Context: an optimization exercise on an open-source flow, tuned for small area and a short achievable clock period. The choices shown serve that exercise and are no tape-out recipe. Function was checked by simulation only, so behaviour that the tests miss may differ from the original. No activity file was given, so power comes from the tool's default toggle rates.

==> design/flow/design.v <==
module Sbox5 (
    input  [5:0] in,
    output reg [3:0] out
);
    reg [1:0] row;
    reg [3:0] column;
    always @(*) begin
        row = {in[5], in[0]};
        column = in[4:1];
        case (column)
            4'b0000 : case (row)
                        2'b00 :  out = 4'b0010;
                        2'b01 :  out = 4'b1110;
                        2'b10 :  out = 4'b0100;
                        2'b11 :  out = 4'b1011;
                     endcase
            4'b0001 : case (row)
                        2'b00 :  out = 4'b1100;
                        2'b01 :  out = 4'b1011;
                        2'b10 :  out = 4'b0010;
                        2'b11 :  out = 4'b1000;
                     endcase
            4'b0010 : case (row)
                        2'b00 :  out = 4'b0100;
                        2'b01 :  out = 4'b0010;
                        2'b10 :  out = 4'b0001;
                        2'b11 :  out = 4'b1100;
                     endcase
            4'b0011 : case (row)
                        2'b00 :  out = 4'b0001;
                        2'b01 :  out = 4'b1100;
                        2'b10 :  out = 4'b1011;
                        2'b11 :  out = 4'b0111;
                     endcase
            4'b0100 : case (row)
                        2'b00 :  out = 4'b0111;
                        2'b01 :  out = 4'b0100;
                        2'b10 :  out = 4'b1100;
                        2'b11 :  out = 4'b0001;
                     endcase
            4'b0101 : case (row)
                        2'b00 :  out = 4'b1010;
                        2'b01 :  out = 4'b0111;  
                        2'b10 :  out = 4'b1101;
                        2'b11 :  out = 4'b1110;
                     endcase
            4'b0110 : case (row)
                        2'b00 :  out = 4'b1011;
                        2'b01 :  out = 4'b1101;
                        2'b10 :  out = 4'b0111;
                        2'b11 :  out = 4'b0010;
                     endcase
            4'b0111 : case (row)
                        2'b00 :  out = 4'b0110;
                        2'b01 :  out = 4'b0001;
                        2'b10 :  out = 4'b1000;
                        2'b11 :  out = 4'b1101;
                     endcase
            4'b1000 : case (row)
                        2'b00 :  out = 4'b1000;
                        2'b01 :  out = 4'b0101;
                        2'b10 :  out = 4'b1111;
                        2'b11 :  out = 4'b0110;
                     endcase
            4'b1001 : case (row)
                        2'b00 :  out = 4'b0101;
                        2'b01 :  out = 4'b0000;
                        2'b10 :  out = 4'b1001;
                        2'b11 :  out = 4'b1111;
                     endcase
            4'b1010 : case (row)
                        2'b00 :  out = 4'b0011;
                        2'b01 :  out = 4'b1111;
                        2'b10 :  out = 4'b1100;
                        2'b11 :  out = 4'b0000;
                     endcase
            4'b1011 : case (row)
                        2'b00 :  out = 4'b1111;
                        2'b01 :  out = 4'b1100;
                        2'b10 :  out = 4'b0101;
                        2'b11 :  out = 4'b1001;
                     endcase
            4'b1100 : case (row)
                        2'b00 :  out = 4'b1101;
                        2'b01 :  out = 4'b0011;
                        2'b10 :  out = 4'b0110;
                        2'b11 :  out = 4'b1100;
                     endcase
            4'b1101 : case (row)
                        2'b00 :  out = 4'b0000;
                        2'b01 :  out = 4'b1001;
                        2'b10 :  out = 4'b0011;
                        2'b11 :  out = 4'b0100;
                     endcase
            4'b1110 : case (row)
                        2'b00 :  out = 4'b1110;
                        2'b01 :  out = 4'b1000;
                        2'b10 :  out = 4'b0000;
                        2'b11 :  out = 4'b0101;
                     endcase
            4'b1111 : case (row)
                        2'b00 :  out = 4'b1001;
                        2'b01 :  out = 4'b0110;
                        2'b10 :  out = 4'b1110;
                        2'b11 :  out = 4'b0011;
                     endcase
            default: out = 4'h0;
        endcase
    end
endmodule
module Round (
    input  [3:0]  s_box_out,
    input  [31:0] h_in,
    output reg [31:0] h_out
);
    reg [3:0] h_in_n [0:7];
    reg [3:0] h_out_n [0:7];
    integer i;
    reg [3:0] temp;
    reg [1:0] rot;  
    always @(*) begin
        h_in_n[7] = h_in[31:28];
        h_in_n[6] = h_in[27:24];
        h_in_n[5] = h_in[23:20];
        h_in_n[4] = h_in[19:16];
        h_in_n[3] = h_in[15:12];
        h_in_n[2] = h_in[11:8];
        h_in_n[1] = h_in[7:4];
        h_in_n[0] = h_in[3:0];
        for (i = 0; i < 8; i = i + 1) begin
            temp = h_in_n[(i + 2) % 8] ^ s_box_out;
            rot = (i/2);  
            if (rot == 0)
                h_out_n[i] = temp & 4'hF;
            else
                h_out_n[i] = ( ((temp << rot) | (temp >> (4 - rot))) & 4'hF );
        end
        h_out = {h_out_n[7], h_out_n[6], h_out_n[5], h_out_n[4],
                 h_out_n[3], h_out_n[2], h_out_n[1], h_out_n[0]};
    end
endmodule
module HashIteration (
    input  [7:0] M,
    output reg   a,
    output reg   b,
    output reg   c       
);
    wire [5:0] x = {M[5], M[7] ^ M[2], M[3], M[0], M[4] ^ M[1], M[6]};
    always @(*) begin
        case (x)
            6'd0 : {a, b, c} = 3'b011;
            6'd1 : {a, b, c} = 3'b101;
            6'd2 : {a, b, c} = 3'b110;
            6'd3 : {a, b, c} = 3'b101;
            6'd4 : {a, b, c} = 3'b101;
            6'd5 : {a, b, c} = 3'b011;
            6'd6 : {a, b, c} = 3'b101;
            6'd7 : {a, b, c} = 3'b110;
            6'd8 : {a, b, c} = 3'b011;
            6'd9 : {a, b, c} = 3'b101;
            6'd10: {a, b, c} = 3'b000;
            6'd11: {a, b, c} = 3'b011;
            6'd12: {a, b, c} = 3'b101;
            6'd13: {a, b, c} = 3'b011;
            6'd14: {a, b, c} = 3'b110;
            6'd15: {a, b, c} = 3'b101;
            6'd16: {a, b, c} = 3'b011;
            6'd17: {a, b, c} = 3'b000;
            6'd18: {a, b, c} = 3'b000;
            6'd19: {a, b, c} = 3'b000;
            6'd20: {a, b, c} = 3'b110;
            6'd21: {a, b, c} = 3'b000;
            6'd22: {a, b, c} = 3'b000;
            6'd23: {a, b, c} = 3'b110;
            6'd24: {a, b, c} = 3'b011;
            6'd25: {a, b, c} = 3'b110;
            6'd26: {a, b, c} = 3'b000;
            6'd27: {a, b, c} = 3'b110;
            6'd28: {a, b, c} = 3'b101;
            6'd29: {a, b, c} = 3'b011;
            6'd30: {a, b, c} = 3'b110;
            6'd31: {a, b, c} = 3'b110;
            6'd32: {a, b, c} = 3'b101;
            6'd33: {a, b, c} = 3'b101;
            6'd34: {a, b, c} = 3'b011;
            6'd35: {a, b, c} = 3'b011;
            6'd36: {a, b, c} = 3'b101;
            6'd37: {a, b, c} = 3'b110;
            6'd38: {a, b, c} = 3'b101;
            6'd39: {a, b, c} = 3'b011;
            6'd40: {a, b, c} = 3'b110;
            6'd41: {a, b, c} = 3'b101;
            6'd42: {a, b, c} = 3'b011;
            6'd43: {a, b, c} = 3'b101;
            6'd44: {a, b, c} = 3'b011;
            6'd45: {a, b, c} = 3'b011;
            6'd46: {a, b, c} = 3'b011;
            6'd47: {a, b, c} = 3'b011;
            6'd48: {a, b, c} = 3'b000;
            6'd49: {a, b, c} = 3'b110;
            6'd50: {a, b, c} = 3'b110;
            6'd51: {a, b, c} = 3'b000;
            6'd52: {a, b, c} = 3'b110;
            6'd53: {a, b, c} = 3'b000;
            6'd54: {a, b, c} = 3'b000;
            6'd55: {a, b, c} = 3'b110;
            6'd56: {a, b, c} = 3'b110;
            6'd57: {a, b, c} = 3'b110;
            6'd58: {a, b, c} = 3'b110;
            6'd59: {a, b, c} = 3'b101;
            6'd60: {a, b, c} = 3'b000;
            6'd61: {a, b, c} = 3'b000;
            6'd62: {a, b, c} = 3'b101;
            6'd63: {a, b, c} = 3'b110;
            default: {a, b, c} = 3'b000;
        endcase
    end
endmodule
module cz_inv  (input a, output y);       assign y = ~a;           endmodule
module cz_nor2 (input a, b, output y);    assign y = ~(a | b);     endmodule
module cz_nand2(input a, b, output y);    assign y = ~(a & b);     endmodule
module cz_nor3 (input a, b, c, output y); assign y = ~(a | b | c); endmodule
module cz_bit0(input c, l, s, output d);    assign d = s ? l : ~c;        endmodule
module cz_bitp(input c, t, l, s, output d); assign d = s ? l : (c ^ t);   endmodule
module cz_bitn(input c, t, l, s, output d); assign d = s ? l : ~(c ^ t);  endmodule   
module lightHashDES(
    input              clk,
    input              M_valid,
    input              rst_n,
    input      [7:0]   M,
    input     [63:0]   input_length,
    output reg         hash_ready,
    output     [31:0]  digest
);
    reg        busy;
    reg [63:0] counter;
    reg        a_t, b_t, c_t;  
    reg  [6:0] f;              
    wire [63:0] counter_d;
    wire start = !busy && M_valid;
    wire z1;
    wire z2;
    wire z3;
    wire z4;
    wire z5;
    wire z6;
    wire z7;
    wire z8;
    wire z9;
    wire z10;
    wire z11;
    wire z12;
    wire z13;
    wire z14;
    wire z15;
    wire z16;
    wire z17;
    wire z18;
    wire z19;
    wire z20;
    wire z21;
    wire z22;
    wire z23;
    wire z24;
    wire z25;
    wire z26;
    wire z27;
    wire z28;
    wire z29;
    wire z30;
    wire z31;
    wire z32;
    wire z33;
    wire z34;
    wire z35;
    wire z36;
    wire z37;
    wire z38;
    wire z39;
    wire z40;
    wire z41;
    wire z42;
    wire z43;
    wire z44;
    wire z45;
    wire z46;
    wire z47;
    wire z48;
    wire z49;
    wire z50;
    wire z51;
    wire z52;
    wire z53;
    wire z54;
    wire z55;
    wire z56;
    wire zi57;
    wire z58;
    wire z59;
    wire zi60;
    wire z61;
    wire z62;
    wire zi63;
    wire z64;
    wire z65;
    wire zi66;
    wire z67;
    wire z68;
    wire z69;
    wire zi70;
    wire z71;
    wire z72;
    wire z73;
    wire z74;
    wire zi75;
    wire z76;
    wire z77;
    wire z78;
    wire zi79;
    wire z80;
    wire z81;
    wire zi82;
    wire z83;
    wire zi84;
    wire z85;
    wire z86;
    wire z87;
    wire z88;
    wire z89;
    wire z90;
    wire zi91;
    wire z92;
    wire zg93;
    wire zi94;
    wire z95;
    wire zi96;
    wire z97;
    wire z98;
    wire zg99;
    wire z100;
    wire z101;
    wire zi102;
    wire z103;
    wire zg104;
    wire zi105;
    wire z106;
    wire z107;
    wire zi108;
    wire z109;
    wire zg110;
    wire zi111;
    wire z112;
    wire zi113;
    wire z114;
    wire z115;
    wire zg116;
    wire z117;
    wire zi118;
    wire z119;
    wire z120;
    wire zg121;
    wire z122;
    wire zi123;
    wire z124;
    wire z125;
    wire zg126;
    wire z127;
    wire zi128;
    wire z129;
    wire z130;
    wire zg131;
    wire z132;
    wire z133;
    wire zi134;
    wire z135;
    wire zg136;
    wire zi137;
    wire z138;
    wire z139;
    wire zi140;
    wire z141;
    wire zg142;
    wire zi143;
    wire z144;
    wire z145;
    wire zi146;
    wire z147;
    wire zg148;
    wire zi149;
    wire z150;
    wire z151;
    wire zi152;
    wire z153;
    wire zg154;
    wire zi155;
    wire z156;
    wire z157;
    wire zi158;
    wire z159;
    wire zg160;
    wire zi161;
    wire z162;
    wire z163;
    wire zi164;
    wire z165;
    wire zg166;
    wire zi167;
    wire z168;
    wire z169;
    wire zi170;
    wire z171;
    wire zg172;
    wire zi173;
    wire z174;
    wire zg175;
    wire z176;
    wire z177;
    wire z178;
    wire z179;
    wire z180;
    wire z181;
    wire z182;
    wire z183;
    wire z184;
    wire z185;
    wire zi186;
    wire z187;
    wire z188;
    wire z189;
    wire z190;
    cz_nor2  u_z1 (.a(counter[0]), .b(counter[1]), .y(z1));
    cz_nor2  u_z2 (.a(counter[2]), .b(counter[3]), .y(z2));
    cz_nor2  u_z3 (.a(counter[4]), .b(counter[5]), .y(z3));
    cz_nor2  u_z4 (.a(counter[6]), .b(counter[7]), .y(z4));
    cz_nor2  u_z5 (.a(counter[8]), .b(counter[9]), .y(z5));
    cz_nor2  u_z6 (.a(counter[10]), .b(counter[11]), .y(z6));
    cz_nor2  u_z7 (.a(counter[12]), .b(counter[13]), .y(z7));
    cz_nor2  u_z8 (.a(counter[14]), .b(counter[15]), .y(z8));
    cz_nor2  u_z9 (.a(counter[16]), .b(counter[17]), .y(z9));
    cz_nor2  u_z10 (.a(counter[18]), .b(counter[19]), .y(z10));
    cz_nor2  u_z11 (.a(counter[20]), .b(counter[21]), .y(z11));
    cz_nor2  u_z12 (.a(counter[22]), .b(counter[23]), .y(z12));
    cz_nor2  u_z13 (.a(counter[24]), .b(counter[25]), .y(z13));
    cz_nor2  u_z14 (.a(counter[26]), .b(counter[27]), .y(z14));
    cz_nor2  u_z15 (.a(counter[28]), .b(counter[29]), .y(z15));
    cz_nor2  u_z16 (.a(counter[30]), .b(counter[31]), .y(z16));
    cz_nor2  u_z17 (.a(counter[32]), .b(counter[33]), .y(z17));
    cz_nor2  u_z18 (.a(counter[34]), .b(counter[35]), .y(z18));
    cz_nor2  u_z19 (.a(counter[36]), .b(counter[37]), .y(z19));
    cz_nor2  u_z20 (.a(counter[38]), .b(counter[39]), .y(z20));
    cz_nor2  u_z21 (.a(counter[40]), .b(counter[41]), .y(z21));
    cz_nor2  u_z22 (.a(counter[42]), .b(counter[43]), .y(z22));
    cz_nor2  u_z23 (.a(counter[44]), .b(counter[45]), .y(z23));
    cz_nor2  u_z24 (.a(counter[46]), .b(counter[47]), .y(z24));
    cz_nor2  u_z25 (.a(counter[48]), .b(counter[49]), .y(z25));
    cz_nor2  u_z26 (.a(counter[50]), .b(counter[51]), .y(z26));
    cz_nor2  u_z27 (.a(counter[52]), .b(counter[53]), .y(z27));
    cz_nor2  u_z28 (.a(counter[54]), .b(counter[55]), .y(z28));
    cz_nor2  u_z29 (.a(counter[56]), .b(counter[57]), .y(z29));
    cz_nor2  u_z30 (.a(counter[58]), .b(counter[59]), .y(z30));
    cz_nor2  u_z31 (.a(counter[60]), .b(counter[61]), .y(z31));
    cz_nor2  u_z32 (.a(counter[62]), .b(counter[63]), .y(z32));
    cz_nand2 u_z33 (.a(z1), .b(z2), .y(z33));
    cz_nand2 u_z34 (.a(z3), .b(z4), .y(z34));
    cz_nand2 u_z35 (.a(z5), .b(z6), .y(z35));
    cz_nand2 u_z36 (.a(z7), .b(z8), .y(z36));
    cz_nand2 u_z37 (.a(z9), .b(z10), .y(z37));
    cz_nand2 u_z38 (.a(z11), .b(z12), .y(z38));
    cz_nand2 u_z39 (.a(z13), .b(z14), .y(z39));
    cz_nand2 u_z40 (.a(z15), .b(z16), .y(z40));
    cz_nand2 u_z41 (.a(z17), .b(z18), .y(z41));
    cz_nand2 u_z42 (.a(z19), .b(z20), .y(z42));
    cz_nand2 u_z43 (.a(z21), .b(z22), .y(z43));
    cz_nand2 u_z44 (.a(z23), .b(z24), .y(z44));
    cz_nand2 u_z45 (.a(z25), .b(z26), .y(z45));
    cz_nand2 u_z46 (.a(z27), .b(z28), .y(z46));
    cz_nand2 u_z47 (.a(z29), .b(z30), .y(z47));
    cz_nand2 u_z48 (.a(z31), .b(z32), .y(z48));
    cz_nor2  u_z49 (.a(z34), .b(z33), .y(z49));
    cz_nor2  u_z50 (.a(z36), .b(z35), .y(z50));
    cz_nor2  u_z51 (.a(z38), .b(z37), .y(z51));
    cz_nor2  u_z52 (.a(z40), .b(z39), .y(z52));
    cz_nor2  u_z53 (.a(z42), .b(z41), .y(z53));
    cz_nor2  u_z54 (.a(z44), .b(z43), .y(z54));
    cz_nor2  u_z55 (.a(z46), .b(z45), .y(z55));
    cz_nor2  u_z56 (.a(z48), .b(z47), .y(z56));
    cz_inv   u_zi57 (.a(z35), .y(zi57));
    cz_nand2 u_z58 (.a(zi57), .b(z49), .y(z58));
    cz_nand2 u_z59 (.a(z50), .b(z49), .y(z59));
    cz_inv   u_zi60 (.a(z39), .y(zi60));
    cz_nand2 u_z61 (.a(zi60), .b(z51), .y(z61));
    cz_nand2 u_z62 (.a(z52), .b(z51), .y(z62));
    cz_inv   u_zi63 (.a(z43), .y(zi63));
    cz_nand2 u_z64 (.a(zi63), .b(z53), .y(z64));
    cz_nand2 u_z65 (.a(z54), .b(z53), .y(z65));
    cz_inv   u_zi66 (.a(z47), .y(zi66));
    cz_nand2 u_z67 (.a(zi66), .b(z55), .y(z67));
    cz_nand2 u_z68 (.a(z56), .b(z55), .y(z68));
    cz_nor2  u_z69 (.a(z37), .b(z59), .y(z69));
    cz_inv   u_zi70 (.a(z51), .y(zi70));
    cz_nor2  u_z71 (.a(zi70), .b(z59), .y(z71));
    cz_nor2  u_z72 (.a(z61), .b(z59), .y(z72));
    cz_nor2  u_z73 (.a(z62), .b(z59), .y(z73));
    cz_nor2  u_z74 (.a(z45), .b(z65), .y(z74));
    cz_inv   u_zi75 (.a(z55), .y(zi75));
    cz_nor2  u_z76 (.a(zi75), .b(z65), .y(z76));
    cz_nor2  u_z77 (.a(z67), .b(z65), .y(z77));
    cz_nor2  u_z78 (.a(z68), .b(z65), .y(z78));
    cz_inv   u_zi79 (.a(z41), .y(zi79));
    cz_nand2 u_z80 (.a(zi79), .b(z73), .y(z80));
    cz_nand2 u_z81 (.a(z53), .b(z73), .y(z81));
    cz_inv   u_zi82 (.a(z64), .y(zi82));
    cz_nand2 u_z83 (.a(zi82), .b(z73), .y(z83));
    cz_inv   u_zi84 (.a(z65), .y(zi84));
    cz_nand2 u_z85 (.a(zi84), .b(z73), .y(z85));
    cz_nand2 u_z86 (.a(z74), .b(z73), .y(z86));
    cz_nand2 u_z87 (.a(z76), .b(z73), .y(z87));
    cz_nand2 u_z88 (.a(z77), .b(z73), .y(z88));
    cz_nand2 u_z89 (.a(z78), .b(z73), .y(z89));
    cz_nor2  u_z90 (.a(z33), .b(counter[4]), .y(z90));
    cz_inv   u_zi91 (.a(z3), .y(zi91));
    cz_nor2  u_z92 (.a(z33), .b(zi91), .y(z92));
    cz_nor3  u_zg93 (.a(counter[4]), .b(counter[5]), .c(counter[6]), .y(zg93));
    cz_inv   u_zi94 (.a(zg93), .y(zi94));
    cz_nor2  u_z95 (.a(z33), .b(zi94), .y(z95));
    cz_inv   u_zi96 (.a(counter[8]), .y(zi96));
    cz_nand2 u_z97 (.a(z49), .b(zi96), .y(z97));
    cz_nand2 u_z98 (.a(z49), .b(z5), .y(z98));
    cz_nor3  u_zg99 (.a(counter[8]), .b(counter[9]), .c(counter[10]), .y(zg99));
    cz_nand2 u_z100 (.a(z49), .b(zg99), .y(z100));
    cz_nor2  u_z101 (.a(z58), .b(counter[12]), .y(z101));
    cz_inv   u_zi102 (.a(z7), .y(zi102));
    cz_nor2  u_z103 (.a(z58), .b(zi102), .y(z103));
    cz_nor3  u_zg104 (.a(counter[12]), .b(counter[13]), .c(counter[14]), .y(zg104));
    cz_inv   u_zi105 (.a(zg104), .y(zi105));
    cz_nor2  u_z106 (.a(z58), .b(zi105), .y(z106));
    cz_nor2  u_z107 (.a(z59), .b(counter[16]), .y(z107));
    cz_inv   u_zi108 (.a(z9), .y(zi108));
    cz_nor2  u_z109 (.a(z59), .b(zi108), .y(z109));
    cz_nor3  u_zg110 (.a(counter[16]), .b(counter[17]), .c(counter[18]), .y(zg110));
    cz_inv   u_zi111 (.a(zg110), .y(zi111));
    cz_nor2  u_z112 (.a(z59), .b(zi111), .y(z112));
    cz_inv   u_zi113 (.a(counter[20]), .y(zi113));
    cz_nand2 u_z114 (.a(z69), .b(zi113), .y(z114));
    cz_nand2 u_z115 (.a(z69), .b(z11), .y(z115));
    cz_nor3  u_zg116 (.a(counter[20]), .b(counter[21]), .c(counter[22]), .y(zg116));
    cz_nand2 u_z117 (.a(z69), .b(zg116), .y(z117));
    cz_inv   u_zi118 (.a(counter[24]), .y(zi118));
    cz_nand2 u_z119 (.a(z71), .b(zi118), .y(z119));
    cz_nand2 u_z120 (.a(z71), .b(z13), .y(z120));
    cz_nor3  u_zg121 (.a(counter[24]), .b(counter[25]), .c(counter[26]), .y(zg121));
    cz_nand2 u_z122 (.a(z71), .b(zg121), .y(z122));
    cz_inv   u_zi123 (.a(counter[28]), .y(zi123));
    cz_nand2 u_z124 (.a(z72), .b(zi123), .y(z124));
    cz_nand2 u_z125 (.a(z72), .b(z15), .y(z125));
    cz_nor3  u_zg126 (.a(counter[28]), .b(counter[29]), .c(counter[30]), .y(zg126));
    cz_nand2 u_z127 (.a(z72), .b(zg126), .y(z127));
    cz_inv   u_zi128 (.a(counter[32]), .y(zi128));
    cz_nand2 u_z129 (.a(z73), .b(zi128), .y(z129));
    cz_nand2 u_z130 (.a(z73), .b(z17), .y(z130));
    cz_nor3  u_zg131 (.a(counter[32]), .b(counter[33]), .c(counter[34]), .y(zg131));
    cz_nand2 u_z132 (.a(z73), .b(zg131), .y(z132));
    cz_nor2  u_z133 (.a(z80), .b(counter[36]), .y(z133));
    cz_inv   u_zi134 (.a(z19), .y(zi134));
    cz_nor2  u_z135 (.a(z80), .b(zi134), .y(z135));
    cz_nor3  u_zg136 (.a(counter[36]), .b(counter[37]), .c(counter[38]), .y(zg136));
    cz_inv   u_zi137 (.a(zg136), .y(zi137));
    cz_nor2  u_z138 (.a(z80), .b(zi137), .y(z138));
    cz_nor2  u_z139 (.a(z81), .b(counter[40]), .y(z139));
    cz_inv   u_zi140 (.a(z21), .y(zi140));
    cz_nor2  u_z141 (.a(z81), .b(zi140), .y(z141));
    cz_nor3  u_zg142 (.a(counter[40]), .b(counter[41]), .c(counter[42]), .y(zg142));
    cz_inv   u_zi143 (.a(zg142), .y(zi143));
    cz_nor2  u_z144 (.a(z81), .b(zi143), .y(z144));
    cz_nor2  u_z145 (.a(z83), .b(counter[44]), .y(z145));
    cz_inv   u_zi146 (.a(z23), .y(zi146));
    cz_nor2  u_z147 (.a(z83), .b(zi146), .y(z147));
    cz_nor3  u_zg148 (.a(counter[44]), .b(counter[45]), .c(counter[46]), .y(zg148));
    cz_inv   u_zi149 (.a(zg148), .y(zi149));
    cz_nor2  u_z150 (.a(z83), .b(zi149), .y(z150));
    cz_nor2  u_z151 (.a(z85), .b(counter[48]), .y(z151));
    cz_inv   u_zi152 (.a(z25), .y(zi152));
    cz_nor2  u_z153 (.a(z85), .b(zi152), .y(z153));
    cz_nor3  u_zg154 (.a(counter[48]), .b(counter[49]), .c(counter[50]), .y(zg154));
    cz_inv   u_zi155 (.a(zg154), .y(zi155));
    cz_nor2  u_z156 (.a(z85), .b(zi155), .y(z156));
    cz_nor2  u_z157 (.a(z86), .b(counter[52]), .y(z157));
    cz_inv   u_zi158 (.a(z27), .y(zi158));
    cz_nor2  u_z159 (.a(z86), .b(zi158), .y(z159));
    cz_nor3  u_zg160 (.a(counter[52]), .b(counter[53]), .c(counter[54]), .y(zg160));
    cz_inv   u_zi161 (.a(zg160), .y(zi161));
    cz_nor2  u_z162 (.a(z86), .b(zi161), .y(z162));
    cz_nor2  u_z163 (.a(z87), .b(counter[56]), .y(z163));
    cz_inv   u_zi164 (.a(z29), .y(zi164));
    cz_nor2  u_z165 (.a(z87), .b(zi164), .y(z165));
    cz_nor3  u_zg166 (.a(counter[56]), .b(counter[57]), .c(counter[58]), .y(zg166));
    cz_inv   u_zi167 (.a(zg166), .y(zi167));
    cz_nor2  u_z168 (.a(z87), .b(zi167), .y(z168));
    cz_nor2  u_z169 (.a(z88), .b(counter[60]), .y(z169));
    cz_inv   u_zi170 (.a(z31), .y(zi170));
    cz_nor2  u_z171 (.a(z88), .b(zi170), .y(z171));
    cz_nor3  u_zg172 (.a(counter[60]), .b(counter[61]), .c(counter[62]), .y(zg172));
    cz_inv   u_zi173 (.a(zg172), .y(zi173));
    cz_nor2  u_z174 (.a(z88), .b(zi173), .y(z174));
    cz_nor3  u_zg175 (.a(counter[0]), .b(counter[1]), .c(counter[2]), .y(zg175));
    cz_nor2  u_z176 (.a(z34), .b(z35), .y(z176));
    cz_nor2  u_z177 (.a(z36), .b(z37), .y(z177));
    cz_nor2  u_z178 (.a(z38), .b(z39), .y(z178));
    cz_nor2  u_z179 (.a(z40), .b(z41), .y(z179));
    cz_nor2  u_z180 (.a(z42), .b(z43), .y(z180));
    cz_nor2  u_z181 (.a(z44), .b(z45), .y(z181));
    cz_nor2  u_z182 (.a(z46), .b(z47), .y(z182));
    cz_nand2 u_z183 (.a(z176), .b(z177), .y(z183));
    cz_nand2 u_z184 (.a(z178), .b(z179), .y(z184));
    cz_nand2 u_z185 (.a(z180), .b(z181), .y(z185));
    cz_inv   u_zi186 (.a(z48), .y(zi186));
    cz_nand2 u_z187 (.a(z182), .b(zi186), .y(z187));
    cz_nor2  u_z188 (.a(z183), .b(z184), .y(z188));
    cz_nor2  u_z189 (.a(z185), .b(z187), .y(z189));
    cz_nand2 u_z190 (.a(z188), .b(z189), .y(z190));
    cz_bit0 u_b0 (.c(counter[0]), .l(input_length[0]), .s(start), .d(counter_d[0]));
    cz_bitn u_b1 (.c(counter[1]), .t(counter[0]), .l(input_length[1]), .s(start), .d(counter_d[1]));
    cz_bitp u_b2 (.c(counter[2]), .t(z1), .l(input_length[2]), .s(start), .d(counter_d[2]));
    cz_bitp u_b3 (.c(counter[3]), .t(zg175), .l(input_length[3]), .s(start), .d(counter_d[3]));
    cz_bitn u_b4 (.c(counter[4]), .t(z33), .l(input_length[4]), .s(start), .d(counter_d[4]));
    cz_bitp u_b5 (.c(counter[5]), .t(z90), .l(input_length[5]), .s(start), .d(counter_d[5]));
    cz_bitp u_b6 (.c(counter[6]), .t(z92), .l(input_length[6]), .s(start), .d(counter_d[6]));
    cz_bitp u_b7 (.c(counter[7]), .t(z95), .l(input_length[7]), .s(start), .d(counter_d[7]));
    cz_bitp u_b8 (.c(counter[8]), .t(z49), .l(input_length[8]), .s(start), .d(counter_d[8]));
    cz_bitn u_b9 (.c(counter[9]), .t(z97), .l(input_length[9]), .s(start), .d(counter_d[9]));
    cz_bitn u_b10 (.c(counter[10]), .t(z98), .l(input_length[10]), .s(start), .d(counter_d[10]));
    cz_bitn u_b11 (.c(counter[11]), .t(z100), .l(input_length[11]), .s(start), .d(counter_d[11]));
    cz_bitn u_b12 (.c(counter[12]), .t(z58), .l(input_length[12]), .s(start), .d(counter_d[12]));
    cz_bitp u_b13 (.c(counter[13]), .t(z101), .l(input_length[13]), .s(start), .d(counter_d[13]));
    cz_bitp u_b14 (.c(counter[14]), .t(z103), .l(input_length[14]), .s(start), .d(counter_d[14]));
    cz_bitp u_b15 (.c(counter[15]), .t(z106), .l(input_length[15]), .s(start), .d(counter_d[15]));
    cz_bitn u_b16 (.c(counter[16]), .t(z59), .l(input_length[16]), .s(start), .d(counter_d[16]));
    cz_bitp u_b17 (.c(counter[17]), .t(z107), .l(input_length[17]), .s(start), .d(counter_d[17]));
    cz_bitp u_b18 (.c(counter[18]), .t(z109), .l(input_length[18]), .s(start), .d(counter_d[18]));
    cz_bitp u_b19 (.c(counter[19]), .t(z112), .l(input_length[19]), .s(start), .d(counter_d[19]));
    cz_bitp u_b20 (.c(counter[20]), .t(z69), .l(input_length[20]), .s(start), .d(counter_d[20]));
    cz_bitn u_b21 (.c(counter[21]), .t(z114), .l(input_length[21]), .s(start), .d(counter_d[21]));
    cz_bitn u_b22 (.c(counter[22]), .t(z115), .l(input_length[22]), .s(start), .d(counter_d[22]));
    cz_bitn u_b23 (.c(counter[23]), .t(z117), .l(input_length[23]), .s(start), .d(counter_d[23]));
    cz_bitp u_b24 (.c(counter[24]), .t(z71), .l(input_length[24]), .s(start), .d(counter_d[24]));
    cz_bitn u_b25 (.c(counter[25]), .t(z119), .l(input_length[25]), .s(start), .d(counter_d[25]));
    cz_bitn u_b26 (.c(counter[26]), .t(z120), .l(input_length[26]), .s(start), .d(counter_d[26]));
    cz_bitn u_b27 (.c(counter[27]), .t(z122), .l(input_length[27]), .s(start), .d(counter_d[27]));
    cz_bitp u_b28 (.c(counter[28]), .t(z72), .l(input_length[28]), .s(start), .d(counter_d[28]));
    cz_bitn u_b29 (.c(counter[29]), .t(z124), .l(input_length[29]), .s(start), .d(counter_d[29]));
    cz_bitn u_b30 (.c(counter[30]), .t(z125), .l(input_length[30]), .s(start), .d(counter_d[30]));
    cz_bitn u_b31 (.c(counter[31]), .t(z127), .l(input_length[31]), .s(start), .d(counter_d[31]));
    cz_bitp u_b32 (.c(counter[32]), .t(z73), .l(input_length[32]), .s(start), .d(counter_d[32]));
    cz_bitn u_b33 (.c(counter[33]), .t(z129), .l(input_length[33]), .s(start), .d(counter_d[33]));
    cz_bitn u_b34 (.c(counter[34]), .t(z130), .l(input_length[34]), .s(start), .d(counter_d[34]));
    cz_bitn u_b35 (.c(counter[35]), .t(z132), .l(input_length[35]), .s(start), .d(counter_d[35]));
    cz_bitn u_b36 (.c(counter[36]), .t(z80), .l(input_length[36]), .s(start), .d(counter_d[36]));
    cz_bitp u_b37 (.c(counter[37]), .t(z133), .l(input_length[37]), .s(start), .d(counter_d[37]));
    cz_bitp u_b38 (.c(counter[38]), .t(z135), .l(input_length[38]), .s(start), .d(counter_d[38]));
    cz_bitp u_b39 (.c(counter[39]), .t(z138), .l(input_length[39]), .s(start), .d(counter_d[39]));
    cz_bitn u_b40 (.c(counter[40]), .t(z81), .l(input_length[40]), .s(start), .d(counter_d[40]));
    cz_bitp u_b41 (.c(counter[41]), .t(z139), .l(input_length[41]), .s(start), .d(counter_d[41]));
    cz_bitp u_b42 (.c(counter[42]), .t(z141), .l(input_length[42]), .s(start), .d(counter_d[42]));
    cz_bitp u_b43 (.c(counter[43]), .t(z144), .l(input_length[43]), .s(start), .d(counter_d[43]));
    cz_bitn u_b44 (.c(counter[44]), .t(z83), .l(input_length[44]), .s(start), .d(counter_d[44]));
    cz_bitp u_b45 (.c(counter[45]), .t(z145), .l(input_length[45]), .s(start), .d(counter_d[45]));
    cz_bitp u_b46 (.c(counter[46]), .t(z147), .l(input_length[46]), .s(start), .d(counter_d[46]));
    cz_bitp u_b47 (.c(counter[47]), .t(z150), .l(input_length[47]), .s(start), .d(counter_d[47]));
    cz_bitn u_b48 (.c(counter[48]), .t(z85), .l(input_length[48]), .s(start), .d(counter_d[48]));
    cz_bitp u_b49 (.c(counter[49]), .t(z151), .l(input_length[49]), .s(start), .d(counter_d[49]));
    cz_bitp u_b50 (.c(counter[50]), .t(z153), .l(input_length[50]), .s(start), .d(counter_d[50]));
    cz_bitp u_b51 (.c(counter[51]), .t(z156), .l(input_length[51]), .s(start), .d(counter_d[51]));
    cz_bitn u_b52 (.c(counter[52]), .t(z86), .l(input_length[52]), .s(start), .d(counter_d[52]));
    cz_bitp u_b53 (.c(counter[53]), .t(z157), .l(input_length[53]), .s(start), .d(counter_d[53]));
    cz_bitp u_b54 (.c(counter[54]), .t(z159), .l(input_length[54]), .s(start), .d(counter_d[54]));
    cz_bitp u_b55 (.c(counter[55]), .t(z162), .l(input_length[55]), .s(start), .d(counter_d[55]));
    cz_bitn u_b56 (.c(counter[56]), .t(z87), .l(input_length[56]), .s(start), .d(counter_d[56]));
    cz_bitp u_b57 (.c(counter[57]), .t(z163), .l(input_length[57]), .s(start), .d(counter_d[57]));
    cz_bitp u_b58 (.c(counter[58]), .t(z165), .l(input_length[58]), .s(start), .d(counter_d[58]));
    cz_bitp u_b59 (.c(counter[59]), .t(z168), .l(input_length[59]), .s(start), .d(counter_d[59]));
    cz_bitn u_b60 (.c(counter[60]), .t(z88), .l(input_length[60]), .s(start), .d(counter_d[60]));
    cz_bitp u_b61 (.c(counter[61]), .t(z169), .l(input_length[61]), .s(start), .d(counter_d[61]));
    cz_bitp u_b62 (.c(counter[62]), .t(z171), .l(input_length[62]), .s(start), .d(counter_d[62]));
    cz_bitp u_b63 (.c(counter[63]), .t(z174), .l(input_length[63]), .s(start), .d(counter_d[63]));
    wire one = counter[0] & ~counter[1] & z2 & ~z190;    
    wire a_m, b_m, c_m;
    HashIteration main (.M(M), .a(a_m), .b(b_m), .c(c_m));
    always @(posedge clk or negedge rst_n) begin
        if (!rst_n) begin
            busy       <= 1'b0;
            hash_ready <= 1'b0;
        end else begin
            hash_ready <= busy & one;
            busy       <= busy ? !one : M_valid;
        end
    end
    localparam [6:0] C0 = 7'b111_0111;
    localparam [6:0] CP = 7'b011_1001;
    localparam [6:0] CA = 7'b100_1011;
    localparam [6:0] CB = 7'b001_0111;
    localparam [6:0] CC = CA & CB;            
    localparam [6:0] OA = CA & ~CB;           
    localparam [6:0] OB = CB & ~CA;           
    always @(posedge clk) begin
        counter <= counter_d;
        a_t     <= a_m;
        b_t     <= b_m;
        c_t     <= c_m;
        f       <= start ? C0 : f ^ CP ^ (OA & {7{a_t}}) ^ (OB & {7{b_t}}) ^ (CC & {7{c_t}});
    end
    assign digest = {
        f[2],  f[6],  f[2],  f[6],  ~f[4], f[3],  f[4],  ~f[3],   
        f[5],  f[5],  ~f[5], ~f[5], ~f[5], 1'b0,  f[5],  1'b0,    
        ~f[3], ~f[4], f[3],  f[4],  ~f[3], f[2],  f[3],  f[2],    
        ~f[1], f[0],  ~f[1], ~f[0], f[1],  ~f[0], f[1],  f[0]     
    };
endmodule
==> design/flow/flow/run.sh <==
#!/bin/bash
cp standard.sh standard.sh.txt
export BUFFER_PORTS_ARGS="-buffer_cell sky130_fd_sc_hd__buf_1"
export SKIP_GATE_CLONING=1
bash standard.sh > standard.log 2>&1
==> design/flow/standard.sh <==
#!/bin/bash
# synth_recipe.tcl (not shown) runs the flow's synth.tcl, then flattens the netlist and writes it again
# the make line also repeats each setting of config.mk as NAME=value (left out here)
make -C /OpenROAD-flow-scripts/flow DESIGN_CONFIG=/design/flow/config.mk WORK_HOME=/design/flow/orfs CLKGATE_MAP_FILE= SYNTH_SCRIPT=/design/flow/synth_recipe.tcl "${@:-finish}"
==> design/flow/config.mk <==
export PLATFORM = sky130hd
export DESIGN_NAME = lightHashDES
export DESIGN_NICKNAME = lightHashDES
export VERILOG_FILES = /design/flow/design.v
export SDC_FILE = /design/flow/constraint.sdc
export NUM_CORES = 4
export LEC_CHECK = 0
export CAP_MARGIN = 20
export CORE_MARGIN = 2
export CORE_UTILIZATION = 40
export SETUP_SLACK_MARGIN = 1.6
export SLEW_MARGIN = 20
export SYNTH_HIERARCHICAL = 1
==> design/flow/constraint.sdc <==
create_clock -name core_clock -period 3.3 [get_ports {clk}]
set_input_delay 0.6600 -clock core_clock [delete_from_list [all_inputs] [get_ports {clk}]]
set_output_delay 0.6600 -clock core_clock [all_outputs]
set_load 0.01 [all_outputs]
==> results of run 1 <==
## metal layers
layer  GRT usage  vias to the layer above  part of all wire
li1            -                     1965                 -
met2       0.256                       73              0.48
met5           0                        -                 0
met4      0.0676                        0             0.021
met1       0.201                     1659              0.45
met3      0.0353                       16             0.042
## state kept, by name (all words and copies together), names as in the netlist
name and flops:
hash_ready 1, counter 64, busy 1, a_t 1, f 7, b_t 1
c_t 1
## layout by cell type (no fill, tap or decap), types with 4 or more instances in the layout
cell | netlist | routed
sky130_fd_sc_hd__buf_4 | 21 | 13
sky130_fd_sc_hd__nand2_1 | 127 | 109
sky130_fd_sc_hd__nor2_1 | 90 | 51
sky130_fd_sc_hd__buf_1 | 0 | 97
sky130_fd_sc_hd__dfxtp_1 | 74 | 59
sky130_fd_sc_hd__nor3_2 | 16 | 16
sky130_fd_sc_hd__xnor2_1 | 42 | 39
sky130_fd_sc_hd__xor2_1 | 29 | 29
sky130_fd_sc_hd__dfxtp_2 | 0 | 12
sky130_fd_sc_hd__clkbuf_2 | 0 | 6
sky130_fd_sc_hd__clkbuf_8 | 0 | 11
sky130_fd_sc_hd__nor2_4 | 0 | 14
sky130_fd_sc_hd__inv_1 | 45 | 44
sky130_fd_sc_hd__o21ai_1 | 64 | 64
sky130_fd_sc_hd__nand2_4 | 0 | 4
sky130_fd_sc_hd__nor2_2 | 0 | 25
sky130_fd_sc_hd__a21oi_1 | 8 | 8
sky130_fd_sc_hd__nand2_2 | 0 | 13
## Yosys stat by module, one instance, submodules excluded
module         cell area, sq um  cells  copies in the design
cz_bitn                    17.5      3                    26
cz_bit0                    8.76      2                     1
cz_nor2                    3.75      1                    85
lightHashDES               1830    121                     1
cz_bitp                    17.5      3                    37
cz_nor3                    10.0      1                    16
cz_nand2                   3.75      1                    50
HashIteration               378     57                     1
cz_inv                     3.75      1                    35
## cells in the mapped netlist (2+ instances only)
master	number
sky130_fd_sc_hd__nor2_1	90
sky130_fd_sc_hd__dfxtp_1	74
sky130_fd_sc_hd__buf_4	21
sky130_fd_sc_hd__o21ai_0	3
sky130_fd_sc_hd__a211oi_1	2
sky130_fd_sc_hd__nor3_2	16
sky130_fd_sc_hd__o21ai_1	64
sky130_fd_sc_hd__xnor2_1	42
sky130_fd_sc_hd__nand3_1	3
sky130_fd_sc_hd__and3_1	2
sky130_fd_sc_hd__nand2_1	127
sky130_fd_sc_hd__buf_2	2
sky130_fd_sc_hd__a21oi_1	8
sky130_fd_sc_hd__xor2_1	29
sky130_fd_sc_hd__dfrtp_1	2
sky130_fd_sc_hd__o211ai_1	2
sky130_fd_sc_hd__inv_1	45
sky130_fd_sc_hd__o31ai_1	2
sky130_fd_sc_hd__clkbuf_1	2
## power groups by stage
stage / clock network [mW] / logic [mW] / registers [mW]
final: 0.881 / 0.826 / 1.41
after global routing: 0.941 / 0.934 / 1.45
after CTS: 0.906 / 0.747 / 1.37
after detailed placement: 0 / 0.723 / 1.38
after global placement: 0 / 0.712 / 1.37
after floorplan: 0 / 0.625 / 1.36
## logic make-up (layout without fill, tap and decap cells)
group | Yosys count | after routing | synth area share
XOR/XNOR | 73 | 73 | 0.162
other | 1 | 2 | 0.000911
AO/OA/AOI/OAI | 91 | 91 | 0.125
buffers and inverters | 70 | 185 | 0.0836
AND/OR/NAND/NOR | 243 | 243 | 0.254
flip-flops | 76 | 76 | 0.372
adder cells (fa/ha/maj) | 1 | 1 | 0.00304
## layout make-up
cell class | count | area (sq um)
fillers | 983 | 4880
multi-input cells | 410 | 2510
flip-flops and latches | 76 | 1560
repair buffers | 124 | 591
inverters | 45 | 173
well taps | 136 | 170
clock buffers | 12 | 155
clock inverters | 4 | 95.1
## worst reg2reg max path: cells and delay by family, from the launching register on
family | cells | cell delay, ns
simple gates | 7 | 0.74
xor+xnor | 1 | 0.12
compound gates | 1 | 0.07
buf+inv | 2 | 0.23
flops | 1 | 0.37
## final timing paths
| kind | start | slack, ns | endpoint |
|---|---|---|---|
| max in group asynchronous | rst_n | 3.06 | hash_ready |
| worst max-delay path | counter[17] | 1.65 | counter[41] |
| worst min-delay path | rst_n | 0.1 | busy |
| worst max register to register | counter[17] | 1.65 | counter[41] |
| worst min register to register | f[5] | 0.43 | f[5] |
| min in group core_clock | f[5] | 0.43 | f[5] |
## stage by stage
stage / total power, mW / setup slack (ns) / instances / utilization / hold slack (ns)
after floorplan: 1.99 / 0.956 / 556 / - / 0.364
after global placement: 2.09 / 1.08 / 776 / 0.450 / 0.407
after detailed placement: 2.10 / 0.990 / 776 / 0.450 / 0.414
after CTS: 3.02 / 1.58 / 796 / 0.484 / 0.0822
after global routing: 3.32 / 1.55 / 807 / 0.518 / 0.0934
final: 3.12 / 1.65 / 807 / 0.518 / 0.0979
## timing repair
item                                    4_1_cts  5_1_grt
buffers inserted                              4       11
hold buffers                                  0        0
hold endpoints to repair                      0        0
pin swaps                                     5       25
endpoints found under the setup margin       56       48
resized for setup                            23       88
==> metrics.md, run 1 <==
| Metric | Value |
|---|---|
| Die W | `105 microns` |
| Crit path max-delay cell type | `sky130_fd_sc_hd__dfxtp_1` |
| Warnings, synthesis | `8` |
| Power Internal | `2.10 mW` |
| Fraction of synthesized cell area taken by the top area cell type | `0.360` |
| Initial Util | `0.406` |
| HPWL Detailed | `6160 microns` |
| Maximum net fanout on the critical path | `5` |
| Clock Power Share | `0.283` |
| Fraction of registers with async set/reset | `0.0263` |
| DRT iter0 DRCs | `130` |
| Share of power burned in combinational logic | `0.265` |
| Number of cells produced by synthesis | `555` |
| Vert. Die Dim | `105 microns` |
| Area growth from synthesis to final layout | `27.7%` |
| Main flop type after synthesis | `sky130_fd_sc_hd__dfxtp_1` |
| CTS Buf Count | `9` |
| Share of power burned in registers | `0.452` |
| Clock H-tree levels | `3` |
| Worst supply voltage drop on vdd | `0.405 mV` |
| Crit share post-route | `0.499` |
| Leakage | `1.90 nW` |
| Critical setup path kind | `reg2reg` |
| Flip-flop and latch count after synthesis | `76` |
| Root Driver | `sky130_fd_sc_hd__clkbuf_8` |
| Post-layout net count | `742` |
| Critical Path AT | `1.88 ns` |
| Total number of clock tree sinks | `76` |
| Total via count after detailed routing | `3,713` |
| Placeable core region | `10,100 sq um` |
| CTS tree | `built` |
| Gpl congestion | `0.808` |
| Mean routed wirelength per cell | `11.2 microns` |
| Setup violators final | `0` |
| Cell area after synthesis | `4120 sq um` |
| Sw Share | `0.327` |
| Drc violations | `0` |
| Hold violation total from the final report | `0` |
| Hold WC Path Type | `in2async` |
| RSZ-0062 raised after global routing | `true` |
| Cells taking the most area after synthesis | `sky130_fd_sc_hd__dfxtp_1 (36%), sky130_fd_sc_hd__nand2_1 (12%), sky130_fd_sc_hd__xnor2_1 (8.9%)` |
| TritonRoute pass-1 iters | `4` |
| Setup Total Neg Slack | `0 ns` |
| Crit. End Element | `register` |
| Distinct cells, synth | `38` |
| Number of flops mapped to enable cells by yosys | `0` |
| Clock Skews | `0.00840 ns` |
| Number of max-cap violations | `0` |
| Sequential share of the synthesized area | `0.372` |
| Final cell area excluding filler cells | `5260 sq um` |
| Cell taking the most area after synthesis | `sky130_fd_sc_hd__dfxtp_1` |
| Maximum number of pins on one net before global-route repair | `73` |
| Post-Route WL | `9030 microns` |
| Boundary Pins | `108` |
| Max frequency | `607 MHz` |
| Wire length of the first global-routing pass | `14,400 microns` |
| Pwr per Cell Area | `593 nW/um^2` |
| Required time reported for the critical path endpoint | `3.53 ns` |
| Number of buffers on the longest clock path | `2` |
| Source-to-sink clock delay at the later pin of the worst-skew pair | `0.35 ns` |
| ANT nets after route | `0` |
| Longest individual stage delay on the worst path | `0.37 ns` |
| Antenna violations before repair | `0` |
| Path depth of the worst reg2reg path | `11` |
| Min cycle time layout | `1.65 ns` |
| Largest delay contributor family on the critical path | `simple AND/OR/NAND/NOR gates` |
| Mean Syn Cell Area | `7.42 sq um` |
| Status | `timing/DRC/antenna clean` |
| Count of pins over their slew limit | `0` |
| Number of rows created at floorplan | `37` |
| Ant diodes | `0` |
| Total buffers and inverters traversed by the critical path | `2` |
| Count of buffers inserted at the top-level ports | `105` |
| Launching element type of the critical path | `register` |
| Via count normalized by instance count | `4.60` |
| Via count of the first global-routing pass | `3,309` |
| Clock transition at the registers of the reported paths | `0.08 ns` |
| Global route total overflow | `0` |
| Proportion of layout cells with a drive suffix above 1 | `0.207` |
| Number of cells on the critical path | `11` |
| Area after DPL | `4560 sq um` |
| Overall die area | `11,100 sq um` |
| Tot GR Track Use | `0.158` |
| Cell Chain, Critical Path | `nor2_4, nand2_2, nor2_4, nand2_2, nor2_4, buf_6, buf_12, nand2_2, nor2_2, xnor2_1, o21ai_1` |
| Net switching power | `1.02 mW` |
==> inputs of run 2 (changes only) <==
==> design/flow/flow/run.sh (replaced) <==
#!/bin/bash
cp standard.sh standard.sh.txt
export BUFFER_PORTS_ARGS="-buffer_cell sky130_fd_sc_hd__buf_1"
bash standard.sh > standard.log 2>&1
--- a/design/flow/config.mk
+++ b/design/flow/config.mk
@@ -5,6 +5,7 @@
 export SDC_FILE = /design/flow/constraint.sdc
 export NUM_CORES = 4
 export LEC_CHECK = 0
+export ABC_CLOCK_PERIOD_IN_PS = 1600
 export CAP_MARGIN = 20
 export CORE_MARGIN = 2
 export CORE_UTILIZATION = 40
==> run 2 against run 1 <==
Against the previous run:
- combinational power decreased by 3.5%
- sequential share of layout area increased by 0.48 points
- core utilization decreased by 1.0 points
- register-to-register slack improved by 0.02 ns
- critical path type is now reg2out
- largest power group unchanged
- highest routed layer unchanged
==> metrics.md, run 2 <==
| Metric | Value |
|---|---|
| Crit. End Element | `output port` |
| Setup violators final | `0` |
| Number of cells produced by synthesis | `555` |
| Total buffers and inverters traversed by the critical path | `2` |
| Clock Skews | `0.00890 ns` |
| Post-layout net count | `738` |
| Distinct cells, synth | `38` |
| Sequential cell area in the final layout | `1550 sq um` |
| Source-to-sink clock delay at the later pin of the worst-skew pair | `0.35 ns` |
| Fraction of registers with async set/reset | `0.0263` |
| Count of pins over their slew limit | `0` |
| Crit share post-route | `0.492` |
| Cells taking the most area after synthesis | `sky130_fd_sc_hd__dfxtp_1 (36%), sky130_fd_sc_hd__nand2_1 (12%), sky130_fd_sc_hd__xnor2_1 (8.9%)` |
| Tightest slew margin relative to the limit | `0.630` |
| Cell area after synthesis | `4120 sq um` |
| Largest registers | `counter x64, f x7` |
| Sequential share of the synthesized area | `0.372` |
| Largest delay contributor family on the critical path | `flip-flops` |
| Max FFs per register | `64` |
| Number of flops mapped to enable cells by yosys | `0` |
| Via count normalized by instance count | `4.62` |
| Root Driver | `sky130_fd_sc_hd__clkbuf_8` |
| Boundary Pins | `108` |
| Pwr per Cell Area | `598 nW/um^2` |
| Transition time at the pin with the least slew margin | `0.552 ns` |
| Hold violation total from the final report | `0` |
| Vert. Die Dim | `105 microns` |
| Ant diodes | `0` |
| Most frequent standard cell in the layout excluding fill and tap cells | `sky130_fd_sc_hd__nand2_1` |
| ANT nets after route | `0` |
| Flip-flop and latch count after synthesis | `76` |
| Critical Path AT | `0.96 ns` |
| Fraction of synthesized cell area taken by the top area cell type | `0.360` |
| Post-place setup slack | `0.990 ns` |
| Post-Route WL | `8950 microns` |
| CTS Buf Count | `9` |
| Status | `timing/DRC/antenna clean` |
| Drc violations | `0` |
| Via count of the first global-routing pass | `3,302` |
| Die W | `105 microns` |
| Max frequency | `616 MHz` |
| Setup Total Neg Slack | `0 ns` |
| Number of buffers on the longest clock path | `2` |
| Leakage | `1.89 nW` |
| Setup WS post-layout | `1.68 ns` |
| Clock transition at the registers of the reported paths | `0.07 ns` |
| Leading cell types in the layout, fill and taps excluded | `sky130_fd_sc_hd__nand2_1 (111), sky130_fd_sc_hd__buf_1 (97), sky130_fd_sc_hd__o21ai_1 (64)` |
| CTS tree | `built` |
| Critical setup path kind | `reg2out` |
| TritonRoute pass-1 iters | `4` |
| Main flop type after synthesis | `sky130_fd_sc_hd__dfxtp_1` |
| Cell taking the most area after synthesis | `sky130_fd_sc_hd__dfxtp_1` |
| Antenna violations before repair | `0` |
| Worst hold slack | `0.0963 ns` |
| Hold buffers post-CTS | `0` |
| Area growth from synthesis to final layout | `25.1%` |
| Number of rows created at floorplan | `37` |
| Proportion of layout cells with a drive suffix above 1 | `0.187` |
| Placeable core region | `10,100 sq um` |
| Wire length of the first global-routing pass | `14,400 microns` |
| Count of buffers inserted at the top-level ports | `105` |
| Hold WC Path Type | `in2async` |
| Number of filler cells placed in the layout | `1,004` |
| HPWL Detailed | `6160 microns` |
| Longest individual stage delay on the worst path | `0.35 ns` |
| Gpl congestion | `0.808` |
| Most common library cells after synthesis | `sky130_fd_sc_hd__nand2_1 (127), sky130_fd_sc_hd__nor2_1 (90), sky130_fd_sc_hd__dfxtp_1 (74), sky130_fd_sc_hd__o21ai_1 (64), sky130_fd_sc_hd__inv_1 (45)` |
| Total power | `3.08 mW` |
| DRT iter0 DRCs | `139` |
| Launching element type of the critical path | `register` |
| Multi-input logic area | `2470 sq um` |
| Maximum number of pins on one net before global-route repair | `73` |
| Required time reported for the critical path endpoint | `2.64 ns` |
| Total number of clock tree sinks | `76` |
| Register with the most flip-flops | `counter` |
| Post-layout util | `0.508` |
| Most common cell in the netlist | `sky130_fd_sc_hd__nand2_1` |
| Number of max-cap violations | `0` |
| Min cycle time layout | `1.62 ns` |
| Mean routed wirelength per cell | `11.1 microns` |
| Initial Util | `0.406` |
| Cell Chain, Critical Path | `inv_1, clkbuf_2` |
| Clock H-tree levels | `3` |
| Tot GR Track Use | `0.158` |
| Mean Syn Cell Area | `7.42 sq um` |
| RSZ-0062 raised after global routing | `false` |
| Worst supply voltage drop on vdd | `0.396 mV` |
| Total via count after detailed routing | `3,706` |
| Warnings, synthesis | `8` |
| Overall die area | `11,100 sq um` |
| Crit path max-delay cell type | `sky130_fd_sc_hd__dfxtp_2` |
| Maximum net fanout on the critical path | `5` |
| Global route total overflow | `0` |
[run 2: final cells by class]
cell class / instances / area share
Multi-Input combinational cell: 410 / 0.479
Sequential cell: 76 / 0.301
Timing Repair Buffer: 119 / 0.103
Inverter: 45 / 0.0335
Tap cell: 136 / 0.0330
Clock buffer: 12 / 0.0301
Clock inverter: 4 / 0.0185
Timing Repair inverter: 1 / 0.000972
[run 2: through the flow]
stage	instance area [sq um]	cells
final	5150	803
after detailed placement	4560	776
after CTS	4900	796
after global routing	5150	803
after floorplan	4130	556
after global placement	4560	776
[run 2: worst register-to-register path: stages (launching register included)]
cell and delay (ns):
sky130_fd_sc_hd__dfxtp_2 0.35, sky130_fd_sc_hd__nor2_2 0.15, sky130_fd_sc_hd__nand2_2 0.10, sky130_fd_sc_hd__nor2_4 0.13
sky130_fd_sc_hd__nand2_4 0.09, sky130_fd_sc_hd__nor2_4 0.13, sky130_fd_sc_hd__buf_8 0.16, sky130_fd_sc_hd__nand2_4 0.09
sky130_fd_sc_hd__nor2_2 0.12, sky130_fd_sc_hd__xnor2_1 0.12, sky130_fd_sc_hd__o21ai_1 0.07
[run 2: path summary, 6_finish.rpt]
check | startpoint | cells after the start | end | slack [ns]
hold / removal | rst_n | 1 | busy | 0.1
min in group core_clock | f[5] | 1 | f[5] | 0.43
setup / recovery | f[3] | 2 | digest[11] | 1.68
hold reg to reg | f[5] | 1 | f[5] | 0.43
setup reg to reg | counter[4] | 10 | counter[61] | 1.68
max in group asynchronous | rst_n | 1 | hash_ready | 3.06
[run 2: per-module statistics from Yosys, one instance, submodules excluded, a selection]
module	copies in the design	cell area, sq um
cz_bit0	1	8.76
cz_nor3	16	10.0
cz_inv	35	3.75
cz_bitp	37	17.5
cz_bitn	26	17.5
cz_nand2	50	3.75
lightHashDES	1	1830
cz_nor2	85	3.75
[run 2: power breakdown]
part | switching (mW) | internal, mW
clock | 0.338 | 0.543
sequential | 0.252 | 1.15
combinational | 0.413 | 0.384
[run 2: logic make-up after synthesis]
kind of cell	Yosys count	synth area share
other	1	0.000911
and+or+nand+nor	243	0.254
adders and majority gates	1	0.00304
buffers and inverters	70	0.0836
DFF	76	0.372
AOI/OAI and AO/OA	91	0.125
xor gates and xnor gates	73	0.162
[run 2: layer usage]
layer,global-route usage,vias up,part of all wire
met2,0.256,74,0.48
met5,0,-,0
met4,0.0676,0,0.020
met3,0.0353,14,0.042
met1,0.202,1660,0.46
li1,-,1958,-
[run 2: timing repair]
item                       CTS  global route
setup endpoints to repair   56            48
setup buffers                3             6
cloned                       1             1
resized for setup           23            72
pin swaps                    5            15
hold endpoints to repair     0             0
==> inputs of run 3 (changes only) <==
--- a/design/flow/config.mk
+++ b/design/flow/config.mk
@@ -5,7 +5,7 @@
 export SDC_FILE = /design/flow/constraint.sdc
 export NUM_CORES = 4
 export LEC_CHECK = 0
-export ABC_CLOCK_PERIOD_IN_PS = 1600
+export ABC_CLOCK_PERIOD_IN_PS = 1000
 export CAP_MARGIN = 20
 export CORE_MARGIN = 2
 export CORE_UTILIZATION = 40
==> run 3 against run 2 <==
Against the previous run:
- worst hold slack stayed put
- flip-flop and latch count stayed put
- critical path depth stayed put
- total power stayed put
- synthesized cell count stayed put
- first-iteration DRC count stayed put
- global-route usage stayed put
- register-to-register slack hardly changed
- clock-buffer cell count stayed put
- critical path type unchanged
- largest power group unchanged
==> metrics.md, run 3 <==
| Metric | Value |
|---|---|
| Status | `timing/DRC/antenna clean` |
| Setup violators final | `0` |
| Met1 track demand over resource in global routing | `0.202` |
| Boundary Pins | `108` |
| Post-layout net count | `738` |
| Total power | `3.08 mW` |
| Mean Syn Cell Area | `7.42 sq um` |
| Maximum net fanout on the critical path | `5` |
| Parity-gate share of the synthesized area counting xor and xnor cells | `0.162` |
| Count of buffers inserted at the top-level ports | `105` |
| Fraction of registers with async set/reset | `0.0263` |
| Source-to-sink clock delay at the later pin of the worst-skew pair | `0.35 ns` |
| Most frequent standard cell in the layout excluding fill and tap cells | `sky130_fd_sc_hd__nand2_1` |
| Most used routing layer | `met2` |
| Leakage | `1.89 nW` |
| Post-synthesis share of cell area spent on full adders, half adders and majority gates | `0.00304` |
| Distinct cells, synth | `38` |
| TritonRoute pass-1 iters | `4` |
| Total via count after detailed routing | `3,706` |
| Share of power burned in combinational logic | `0.259` |
| Flip-flop and latch count after synthesis | `76` |
| Worst supply voltage drop on vdd | `0.396 mV` |
| Main flop type after synthesis | `sky130_fd_sc_hd__dfxtp_1` |
| Number of flops mapped to enable cells by yosys | `0` |
| Antenna violations before repair | `0` |
| RSZ-0062 raised after global routing | `false` |
| Count of pins over their slew limit | `0` |
| Clock H-tree levels | `3` |
| Gpl congestion | `0.808` |
| Crit. End Element | `output port` |
| Pwr per Cell Area | `598 nW/um^2` |
| Hold WC Path Type | `in2async` |
| Drc violations | `0` |
| CTS tree | `built` |
| Cells taking the most area after synthesis | `sky130_fd_sc_hd__dfxtp_1 (36%), sky130_fd_sc_hd__nand2_1 (12%), sky130_fd_sc_hd__xnor2_1 (8.9%)` |
| Setup Total Neg Slack | `0 ns` |
| Post-Route WL | `8950 microns` |
| Ant diodes | `0` |
| Clock Power Share | `0.286` |
| Net switching power | `1.00 mW` |
| Mux contribution to synthesized area | `0` |
| Global route total overflow | `0` |
| Hold buffers post-CTS | `0` |
| Sequential share of the synthesized area | `0.372` |
| DRT iter0 DRCs | `139` |
| CTS Buf Count | `9` |
| Power Internal | `2.07 mW` |
| Fraction of the mapped netlist area in simple logic gates | `0.254` |
| Cell taking the most area after synthesis | `sky130_fd_sc_hd__dfxtp_1` |
| Worst reg2reg path startpoint | `counter[4]` |
| Wire length of the first global-routing pass | `14,400 microns` |
| Mean routed wirelength per cell | `11.1 microns` |
| Max frequency | `616 MHz` |
| Area after DPL | `4560 sq um` |
| Sw Share | `0.326` |
| GR met3 Demand/Resource | `0.0353` |
| HPWL Detailed | `6160 microns` |
| Via count normalized by instance count | `4.62` |
| Start point of the critical path | `f[3]` |
| Total number of clock tree sinks | `76` |
| Synth Area in Compound Gates | `0.125` |
| Most common cell in the netlist | `sky130_fd_sc_hd__nand2_1` |
| Area growth from synthesis to final layout | `25.1%` |
| Number of buffers on the longest clock path | `2` |
| Combinational family with the most area after synthesis | `simple AND/OR/NAND/NOR gates` |
| Cell area after synthesis | `4120 sq um` |
| Critical Path AT | `0.96 ns` |
| Launching element type of the critical path | `register` |
| Leading cell types in the layout, fill and taps excluded | `sky130_fd_sc_hd__nand2_1 (111), sky130_fd_sc_hd__buf_1 (97), sky130_fd_sc_hd__o21ai_1 (64)` |
| Via count of the first global-routing pass | `3,302` |
| Clock transition at the registers of the reported paths | `0.07 ns` |
| Final cell area excluding filler cells | `5150 sq um` |
| Share of power burned in registers | `0.455` |
| Proportion of layout cells with a drive suffix above 1 | `0.187` |
| Hold violation total from the final report | `0` |
| Critical setup path kind | `reg2out` |
| Root Driver | `sky130_fd_sc_hd__clkbuf_8` |
| Overall die area | `11,100 sq um` |
| Placeable core region | `10,100 sq um` |
| Path depth of the worst reg2reg path | `10` |
| Maximum number of pins on one net before global-route repair | `73` |
| Register with the most flip-flops | `counter` |
| Fraction of synthesized cell area taken by the top area cell type | `0.360` |
| Met2 global-route usage | `0.256` |
| Number of cells produced by synthesis | `555` |
| Most common library cells after synthesis | `sky130_fd_sc_hd__nand2_1 (127), sky130_fd_sc_hd__nor2_1 (90), sky130_fd_sc_hd__dfxtp_1 (74), sky130_fd_sc_hd__o21ai_1 (64), sky130_fd_sc_hd__inv_1 (45)` |
| Vert. Die Dim | `105 microns` |
| Worst reg-to-reg setup slack | `1.68 ns` |
| Max FFs per register | `64` |
| Crit share post-route | `0.492` |
| Required time reported for the critical path endpoint | `2.64 ns` |
| Transition time at the pin with the least slew margin | `0.552 ns` |
| Warnings, synthesis | `8` |
| Largest registers | `counter x64, f x7` |
| Number of rows created at floorplan | `37` |
| Min cycle time layout | `1.62 ns` |
| Initial Util | `0.406` |
| Tightest slew margin relative to the limit | `0.630` |
| ANT nets after route | `0` |
| Number of max-cap violations | `0` |
| Tot GR Track Use | `0.158` |
| Clock Skews | `0.00890 ns` |
| Die W | `105 microns` |
run 3: cell counts after synthesis:
No cell type changed its count.
run 3: layout make-up:
type	count	area [sq um]
inverters	45	173
fillers	1004	4990
flip-flops and latches	76	1550
clock inverters	4	95.1
well taps	136	170
repair buffers	119	533
multi-input cells	410	2470
clock buffers	12	155
repair inverters	1	5.00
run 3: worst max-delay path, stage by stage (launching register included):
cell,delay [ns]
sky130_fd_sc_hd__dfxtp_2,0.35
sky130_fd_sc_hd__inv_1,0.12
sky130_fd_sc_hd__clkbuf_2,0.16
run 3: what timing repair did:
item / CTS / global route
hold endpoints to repair: 0 / 0
resized for setup: 23 / 72
endpoints found under the setup margin: 56 / 48
gates cloned: 1 / 1
setup buffers: 3 / 6
pin swaps: 5 / 15
run 3: final timing paths:
kind,to
max reg2reg,counter[61]
min in group core_clock,f[5]
max in group asynchronous,hash_ready
min,busy
min reg2reg,f[5]
max,digest[11]
run 3: cell families (layout without fill, tap and decap cells):
group,after synthesis,after routing
and+or+nand+nor,243,243
AOI/OAI and AO/OA,91,91
DFF,76,76
xor gates and xnor gates,73,73
buffers and inverters,70,181
adders and majority gates,1,1
other,1,2
run 3: power by group through the flow:
stage	Clock (mW)	Sequential, mW	Combinational [mW]
after floorplan	0	1.36	0.625
after global placement	0	1.37	0.712
after detailed placement	0	1.38	0.723
after CTS	0.906	1.37	0.747
after global routing	0.941	1.44	0.904
final	0.881	1.40	0.797
run 3: layer usage:
| layer | routed length [microns] | part of all wire | vias up |
|---|---|---|---|
| li1 | - | - | 1958 |
| met1 | 4130 | 0.46 | 1660 |
| met2 | 4260 | 0.48 | 74 |
| met3 | 377 | 0.042 | 14 |
| met4 | 182 | 0.020 | 0 |
| met5 | 0 | 0 | - |
run 3: per-stage QoR:
step | hold slack [ns] | utilization | setup slack [ns] | std cells
after global routing | 0.0934 | 0.508 | 1.55 | 803
final | 0.0963 | 0.508 | 1.68 | 803
after detailed placement | 0.414 | 0.450 | 0.990 | 776
after global placement | 0.407 | 0.450 | 1.08 | 776
after CTS | 0.0822 | 0.483 | 1.58 | 796
after floorplan | 0.364 | - | 0.956 | 556
run 3: Yosys stat by module (local to each module, per instance), excerpt:
module	cell area [sq um]	flip-flops and latches
HashIteration	378	0
cz_bit0	8.76	0
cz_nand2	3.75	0
cz_bitn	17.5	0
lightHashDES	1830	76
cz_bitp	17.5	0
cz_inv	3.75	0
cz_nor3	10.0	0

==> what the ideal ports hide <==
Ports are ideal in the flow. The routed layouts listed here were re-timed in OpenROAD.
Step 1, drivers: a clkbuf_16 drives clk and a buf_2 each remaining input, both assumed.
Step 2 adds t to the input delays and takes it off the output delays; t is the mean of the earliest and latest rising clock arrival at the registers after step 1. Input paths then give back, and output paths get back, about the clock's delay inside the block.
a / b / c = ideal ports / drivers / drivers and shift; a / b = the first two.
run | t (ns) | setup slack, ns | worst hold slack (ns) | slew at the worst register clock pin (ns)
run 1 | 0.374 | 1.652 / 1.644 / 1.358 | 0.098 / 0.090 / 0.426 | 0.08 / 0.08
run 2 | 0.374 | 1.676 / 1.645 / 1.358 | 0.096 / 0.088 / 0.426 | 0.08 / 0.08
run 3 | 0.374 | 1.676 / 1.645 / 1.358 | 0.096 / 0.088 / 0.426 | 0.08 / 0.08
After both steps setup and hold are still met in every run listed.
